Source: an optimization exercise on an open RTL-to-GDS flow (aim: small area and few clock cycles per item). Production flows keep margins and buffers that such runs may drop. In this exercise RTL edits were held to simulation tests only and were not proved equivalent to the original. Power and IR drop assume default switching activity.

--- flow/design.v ---
module MAZE(
    input clk,
    input rst_n,
    input in_valid,
    input [1:0] in,
    output reg out_valid,
    output reg [1:0] out
);
reg        walk;           
reg  [4:0] r, c;           
reg  [1:0] hd;             
reg        sw;             
reg  [1:0] ch [0:143];     
reg  [1:0] nd [0:8];       
wire load = in_valid & ~walk;
wire at_node = ~r[0] & ~c[0];
wire is_node = load & at_node;
wire push = load & (r[0] ^ c[0]);
wire last_in = load & (r == 5'd16) & (c == 5'd16);
function [1:0] fold_raw;
    input [1:0] e;
    input [1:0] n;
    begin
        case (e)
            2'd1: fold_raw = 2'b00;
            2'd2: fold_raw = 2'b11;
            2'd3: fold_raw = 2'b01;
            default: fold_raw = (n == 2'd2) ? 2'b11 : (n == 2'd3) ? 2'b01 : 2'b10;
        endcase
    end
endfunction
function [1:0] fold_st;
    input [1:0] x;
    input [1:0] n;
    begin
        fold_st = (x == 2'b10) ? ((n == 2'd2) ? 2'b11 : (n == 2'd3) ? 2'b01 : 2'b10) : x;
    end
endfunction
wire [1:0] push_val = fold_raw(in, c[0] ? nd[0] : nd[8]);
wire [1:0] H [0:8][0:9];    
wire [1:0] V [0:9][0:8];    
genvar gi, gj;
generate
    for (gi = 0; gi < 9; gi = gi + 1) begin : g_h
        assign H[gi][0] = 2'b00;
        assign H[gi][9] = 2'b00;
        for (gj = 0; gj < 8; gj = gj + 1) begin : g_hc
            assign H[gi][gj+1] = ch[143 - 17*gi - gj];
        end
    end
    for (gj = 0; gj < 9; gj = gj + 1) begin : g_v
        assign V[0][gj] = 2'b00;
        assign V[9][gj] = 2'b00;
        for (gi = 0; gi < 8; gi = gi + 1) begin : g_vr
            assign V[gi+1][gj] = ch[135 - 17*gi - gj];
        end
    end
endgenerate
wire [8:0] rh, chh;         
wire [8:0] rowm, colm;      
wire fill_on = walk | last_in;
generate
    for (gi = 0; gi < 9; gi = gi + 1) begin : g_dec
        assign rh[gi]  = (r[4:1] == gi);
        assign chh[gi] = (c[4:1] == gi);
    end
    for (gi = 0; gi < 9; gi = gi + 1) begin : g_m
        if (gi == 0) begin : g_m0
            assign rowm[gi] = ~fill_on | rh[0] | rh[1];
            assign colm[gi] = ~fill_on | chh[0] | chh[1];
        end else if (gi == 8) begin : g_m8
            assign rowm[gi] = ~fill_on | rh[7] | rh[8];
            assign colm[gi] = ~fill_on | chh[7] | chh[8];
        end else begin : g_mm
            assign rowm[gi] = ~fill_on | rh[gi-1] | rh[gi] | rh[gi+1];
            assign colm[gi] = ~fill_on | chh[gi-1] | chh[gi] | chh[gi+1];
        end
    end
endgenerate
wire dead [0:8][0:8];
generate
    for (gi = 0; gi < 9; gi = gi + 1) begin : g_dr
        for (gj = 0; gj < 9; gj = gj + 1) begin : g_dc
            if ((gi == 0 && gj == 0) || (gi == 8 && gj == 8)) begin : g_keep
                assign dead[gi][gj] = 1'b0;
            end else begin : g_fill
                wire [7:0] b = {H[gi][gj+1], V[gi+1][gj], H[gi][gj], V[gi][gj]};
                wire o0 = b[7] | b[6], o1 = b[5] | b[4], o2 = b[3] | b[2], o3 = b[1] | b[0];
                wire le1 = ~((o0 | o1) & (o2 | o3)) & ~(o0 & o1) & ~(o2 & o3);
                assign dead[gi][gj] = le1 & ~(rowm[gi] & colm[gj]);
            end
        end
    end
endgenerate
wire keep [0:143];
generate
    for (gi = 0; gi < 9; gi = gi + 1) begin : g_kh
        for (gj = 0; gj < 8; gj = gj + 1) begin : g_khc
            assign keep[143 - 17*gi - gj] = ~push & (~(dead[gi][gj] | dead[gi][gj+1]) | ch[143 - 17*gi - gj][0]);
        end
    end
    for (gi = 0; gi < 8; gi = gi + 1) begin : g_kv
        for (gj = 0; gj < 9; gj = gj + 1) begin : g_kvc
            assign keep[135 - 17*gi - gj] = ~push & (~(dead[gi][gj] | dead[gi+1][gj]) | ch[135 - 17*gi - gj][0]);
        end
    end
endgenerate
wire [1:0] ch_d [0:143];
wire tap0 = is_node & (c != 5'd0);
wire tap8 = is_node & (r != 5'd0);
generate
    for (gi = 0; gi < 144; gi = gi + 1) begin : g_cd
        if (gi == 0) begin : g_c0
            assign ch_d[gi] = push ? push_val : tap0 ? fold_st(ch[0], in) : ({2{keep[gi]}} & ch[gi]);
        end else if (gi == 8) begin : g_c8
            assign ch_d[gi] = push ? ch[gi-1] : tap8 ? fold_st(ch[8], in) : ({2{keep[gi]}} & ch[gi]);
        end else begin : g_cn
            assign ch_d[gi] = ({2{push}} & ch[gi-1]) | ({2{keep[gi]}} & ch[gi]);
        end
    end
endgenerate
integer k;
always @(posedge clk) begin
    for (k = 0; k < 144; k = k + 1) ch[k] <= ch_d[k];
end
always @(posedge clk) begin
    if (load & ~c[0]) begin
        nd[0] <= in;
        for (k = 1; k < 9; k = k + 1) nd[k] <= nd[k-1];
    end
end
reg [19:0] hrow;
reg [19:0] vcol;
integer a, b2;
always @(*) begin
    hrow = 20'd0;
    vcol = 20'd0;
    for (a = 0; a < 9; a = a + 1)
        for (b2 = 0; b2 < 10; b2 = b2 + 1) begin
            hrow[2*b2 +: 2] = hrow[2*b2 +: 2] | ({2{rh[a]}} & H[a][b2]);
            vcol[2*b2 +: 2] = vcol[2*b2 +: 2] | ({2{chh[a]}} & V[b2][a]);
        end
end
reg [1:0] eg0, eg1, eg2, eg3;
always @(*) begin
    eg0 = 2'd0; eg1 = 2'd0; eg2 = 2'd0; eg3 = 2'd0;
    for (a = 0; a < 9; a = a + 1) begin
        eg0 = eg0 | ({2{chh[a]}} & hrow[2*a+2 +: 2]);
        eg2 = eg2 | ({2{chh[a]}} & hrow[2*a +: 2]);
        eg1 = eg1 | ({2{rh[a]}} & vcol[2*a+2 +: 2]);
        eg3 = eg3 | ({2{rh[a]}} & vcol[2*a +: 2]);
    end
end
wire [1:0] eg [0:3];
assign eg[0] = eg0;
assign eg[1] = eg1;
assign eg[2] = eg2;
assign eg[3] = eg3;
wire [3:0] pass;
assign pass[0] = eg0[1] | (eg0[0] & sw);
assign pass[1] = eg1[1] | (eg1[0] & sw);
assign pass[2] = eg2[1] | (eg2[0] & sw);
assign pass[3] = eg3[1] | (eg3[0] & sw);
wire [1:0] hl = hd + 2'd3;
wire [1:0] hr = hd + 2'd1;
wire [1:0] hb = hd + 2'd2;
wire [1:0] dn = ~at_node ? hd :
                pass[hl] ? hl :
                pass[hd] ? hd :
                pass[hr] ? hr : hb;
wire got = at_node & (&eg[dn]);
wire [1:0] e00 = ch[143];
wire d0 = ~(e00[1] | (e00[0] & sw));    
wire at_end = (r == 5'd16) & (c == 5'd16);
always @(posedge clk or negedge rst_n) begin
    if (!rst_n) begin
        walk <= 1'b0;
        r <= 5'd0;
        c <= 5'd0;
        out_valid <= 1'b0;
        out <= 2'd0;
    end else if (walk) begin
        if (at_end) begin
            walk <= 1'b0;
            r <= 5'd0;
            c <= 5'd0;
            out_valid <= 1'b0;
            out <= 2'd0;
        end else begin
            out_valid <= 1'b1;
            out <= dn;
            case (dn)
                2'd0: c <= c + 5'd1;
                2'd1: r <= r + 5'd1;
                2'd2: c <= c - 5'd1;
                default: r <= r - 5'd1;
            endcase
        end
    end else if (load) begin
        if (last_in) begin
            walk <= 1'b1;
            out_valid <= 1'b1;
            out <= {1'b0, d0};
            r <= {4'd0, d0};
            c <= {4'd0, ~d0};
        end else if (c == 5'd16) begin
            c <= 5'd0;
            r <= r + 5'd1;
        end else begin
            c <= c + 5'd1;
        end
    end
end
always @(posedge clk) begin
    if (walk) begin
        hd <= dn;
        if (got) sw <= 1'b1;
    end else if (load) begin
        if (last_in) begin
            hd <= {1'b0, d0};
            if (d0 ? (&ch[135]) : (&ch[143])) sw <= 1'b1;
        end
        if ((r == 5'd0) & (c == 5'd0)) sw <= (in == 2'd2);
    end
end
endmodule
--- flow/run.sh ---
#!/bin/bash
# synth_recipe.tcl (not shown) runs the flow's synth.tcl, then flattens the netlist and writes it again
# the make line also repeats each setting of config.mk as NAME=value (left out here)
make -C /OpenROAD-flow-scripts/flow DESIGN_CONFIG=/design/flow/config.mk WORK_HOME=/design/flow/orfs CLKGATE_MAP_FILE= SYNTH_SCRIPT=/design/flow/synth_recipe.tcl finish
--- flow/config.mk ---
export PLATFORM = sky130hd
export DESIGN_NAME = MAZE
export DESIGN_NICKNAME = MAZE
export VERILOG_FILES = /design/flow/design.v
export SDC_FILE = /design/flow/constraint.sdc
export NUM_CORES = 4
export LEC_CHECK = 0
export ABC_AREA = 1
export CAP_MARGIN = 20
export CORE_MARGIN = 2
export CORE_UTILIZATION = 70
export CTS_BUF_LIST = sky130_fd_sc_hd__clkbuf_16
export CTS_CLUSTER_DIAMETER = 80
export CTS_CLUSTER_SIZE = 28
export SLEW_MARGIN = 20
--- flow/constraint.sdc ---
create_clock -name core_clock -period 15.0 [get_ports {clk}]
set_input_delay 3.0000 -clock core_clock [delete_from_list [all_inputs] [get_ports {clk}]]
set_output_delay 3.0000 -clock core_clock [all_outputs]
set_load 0.01 [all_outputs]
==> impl_metrics.env <==
export IMPL_power_frac_comb_pct=45.8
export IMPL_design_area_mm2=0.0187
export IMPL_grt_pass1_wl_um=97100
export IMPL_critPathCaptureType="register"
export IMPL_dieWidth_um=163
export IMPL_power_density_mw_per_mm2=175
export IMPL_switching_share_pct=49.1
export IMPL_synthFlopType="edfxtp_1"
export IMPL_dp_worst_setup_slack_ps=8250
export IMPL_gr_total_overflow=0
export IMPL_port_buffers=7
export IMPL_synth_edf_count=167
export IMPL_drc=0
export IMPL_detail_route_wirelength_um=66100
export IMPL_grt_pass1_vias=16900
export IMPL_cts_buffers=16
export IMPL_first_pass_iters=9
export IMPL_fp_row_count=58
export IMPL_die_h_um=163
export IMPL_ctsHoldBuffers=0
export IMPL_antenna_found_initial=1
export IMPL_critPathRequiredTime_ps=15270
export IMPL_fin_skew_ps=31.7
export IMPL_fin_crit_ps=6500
export IMPL_p_int_uw=1660
export IMPL_clk_latency_ps=550
export IMPL_wl_per_cell_um=24.6
export IMPL_total_power_uw=3270
export IMPL_p_switching_uw=1600
export IMPL_fin_setup_tns_ps=0
export IMPL_vias_per_cell=6.90
export IMPL_ys_seq_area_share_pct=46.2
export IMPL_cts_path_max_buffers=3
export IMPL_vdd_ir_drop_worst_mv=0.145
export IMPL_setup_ws_ps=8500
export IMPL_nets=2352
export IMPL_setup_viol=0
export IMPL_hold_violations=0
export IMPL_synthesis_nets=2376
export IMPL_grt_use_total_pct=48.7
export IMPL_cp_max_fo=15
export IMPL_fmax_ghz=0.154
export IMPL_synthDistinctLibCells=44
export IMPL_start_kind="primary input"
export IMPL_hold_path_class="reg2reg"
export IMPL_ant_nets=0
export IMPL_p_leak_uw=0.00746
export IMPL_cts_tree="done"
export IMPL_core_mm2=0.0250
export IMPL_io_pins=8
export IMPL_postCtsSetupRepairBufs=0
export IMPL_clock_sinks=323
export IMPL_synth_ff_latch_count=323
export IMPL_arrival_ps=6770
export IMPL_slew_viol_final=0
export IMPL_globalplace_congestion=1.07
export IMPL_root_buffer="clkbuf_16"
export IMPL_post_dp_hpwl_um=46800
export IMPL_rsz0062_at_grt="false"
export IMPL_netlist_area_mm2=0.0178
export IMPL_cts_htree_levels=1
export IMPL_max_cap_violations=0
export IMPL_clk_pin_slew_ps=110
export IMPL_post_route_util_pct=74.6
export IMPL_clockPowerShare_pct=16.1
export IMPL_status="finished clean"
export IMPL_place_area_mm2=0.0182
export IMPL_num_vias=18500
export IMPL_tightest_slew_ps=1250
export IMPL_relSlewSlack_pct=16.8
export IMPL_syn_inst=2366
export IMPL_layout_drive_gt1_share_pct=4.12
export IMPL_period_share_pct=43.4
export IMPL_dieArea_mm2=0.0267
export IMPL_grt_max_degree=100
export IMPL_async_flop_share_pct=4.33
export IMPL_crit_type="in2reg"
export IMPL_seqPwrFrac_pct=38.1
export IMPL_drtIter0Drc=3653
export IMPL_areaGrowthSynthToFinish_pct=5.14
export IMPL_initial_core_util_pct=70.9
export IMPL_postSynthAreaPerCell_um2=7.51
export IMPL_yosys_warnings=3
export IMPL_cts_resized=0
metal layers:
metal	share of wire [%]	vias to the layer above	track usage, %	routed length (um)
li1	-	8091	-	-
met1	34	8295	59.7	22300
met2	42	1711	73.2	27900
met3	16	423	16.6	10400
met4	8.3	2	31.7	5450
met5	0.083	-	1.52	55
worst paths after layout:
path                               startpoint                  to  slack, ps  cells after the start
min in group asynchronous               rst_n    c[1]$_DFFE_PN0P_       2890                      1
hold / removal             nd[2][1]$_DFFE_PP_  nd[3][1]$_DFFE_PP_        430                      0
setup reg to reg             c[2]$_DFFE_PN0P_    sw$_SDFFCE_PP1P_       9780                     28
setup / recovery                     in_valid  ch[0][1]$_DFFE_PP_       8500                     14
hold reg to reg            nd[2][1]$_DFFE_PP_  nd[3][1]$_DFFE_PP_        430                      0
max in group asynchronous               rst_n    r[4]$_DFFE_PN0P_      11660                      1
layout make-up:
class                      count  area [um^2]
timing repair buffer          35          280
sequential                   323         8210
tap                          330          413
multi-input combinational   1720         8340
antenna                        3         7.51
fill                        1899         6360
inverter                     246          926
clock inverter                11         72.6
clock buffer                  17          425
cells in the final DEF (no fill, tap or decap), types with 2 or more instances in the layout:
master           instances
a21oi_1                179
a22o_1                   2
a22oi_1                  5
buf_4                   28
clkbuf_16               17
clkdlybuf4s50_1          7
dfrtp_1                 14
dfxtp_1                142
diode_2                  3
edfxtp_1               167
ha_1                     5
inv_1                  237
inv_12                   2
inv_2                   14
maj3_1                  18
nand2_1                588
nand2_2                  6
nand3_1                234
nand3_2                  2
nand3b_1                 3
nand4_1                  7
nor2_1                 310
nor2_2                   9
nor2_4                   6
nor3_1                   6
nor4_2                   3
o2111ai_1               29
o211ai_1                 7
o21ai_0                 74
o21ai_1                  9
o221ai_1                26
o22ai_1                112
o31ai_1                 59
or2_2                    2
xnor2_1                  2
xor2_1                   6
power by group through the flow:
stage               logic, uW  clock network, uW  registers [uW]
floorplan                 945                  0            1200
CTS                      1390                512            1230
detailed placement       1380                  0            1250
finish                   1500                526            1240
global placement         1340                  0            1250
global route             1560                542            1250
synth_stat cells (3+ instances only):
cell       count  area share (%)
nand2_1      588              12
nor2_1       313             6.6
nand3_1      234             6.6
inv_1        230             4.9
a21oi_1      181             5.1
edfxtp_1     167              28
dfxtp_1      142              16
o22ai_1      112             3.9
o21ai_0       74             2.1
o31ai_1       59             2.5
clkbuf_1      43            0.91
o2111ai_1     29             1.4
o221ai_1      26             1.3
buf_2         24            0.68
maj3_1        18             1.0
dfrtp_1       14             2.0
inv_2         14            0.30
nor2_2        11            0.39
buf_4         10            0.42
o21ai_1        9            0.25
nand4_1        7            0.25
o211ai_1       7            0.30
nand2_2        6            0.21
nor3_1         6            0.17
xor2_1         6            0.30
a22oi_1        5            0.21
ha_1           5            0.35
nand3b_1       3            0.13
cells by family after synthesis:
group	after synthesis	share of synthesized area, %
xor+xnor	8	0.394
fa+ha+maj	23	1.37
mux	1	0.0564
buf+inv	323	7.21
flops	323	46.2
compound gates	509	17.4
simple gates	1179	27.3
worst max-delay path, cell delays in order:
cell and delay (ps):
clkdlybuf4s50_1 480, inv_1 40, nor2_1 80, clkinv_1 200, nor3_1 330, nor2_1 130
buf_4 240, nor4_2 920, buf_4 380, o221ai_1 210, o211ai_1 250, inv_1 150
o21ai_0 240, nand2_1 100
per-stage QoR:
step	hold WS, ps	instances
after floorplan	400	2366
after global placement	401	2654
after detailed placement	405	2654
after CTS	430	2682
after global routing	446	2683
final	432	2685
Testbench counts, summed over its fixed seeds: cycles 32,408, items 96.

-- afterwards: timing with drivers on the ports --
How much do the figures lean on ideal ports? The routed layout below was timed once more, with nothing changed but the port constraints.
Step 1, drivers: a clkbuf_16 drives clk and a buf_2 each remaining input, both assumed.
Step 2 times the ports against the registers' clock, not the clock port: input delays grow and output delays shrink by t, the midpoint of the rising clock arrivals with the driver on.
a / b / c = no drivers / after step 1 / after step 2; a / b = the first two.
t, ns: 0.585
setup WS [ns]: 8.497 / 8.515 / 7.930
hold slack, ns: 0.432 / 0.432 / 0.432
worst setup path at the end: input to register
worst register clock-pin slew, ns: 0.12 / 0.12
After both steps setup and hold are still met in this run. For this run, drivers alone change the setup slack by +0.018 ns; drivers and shift together by -0.567 ns.
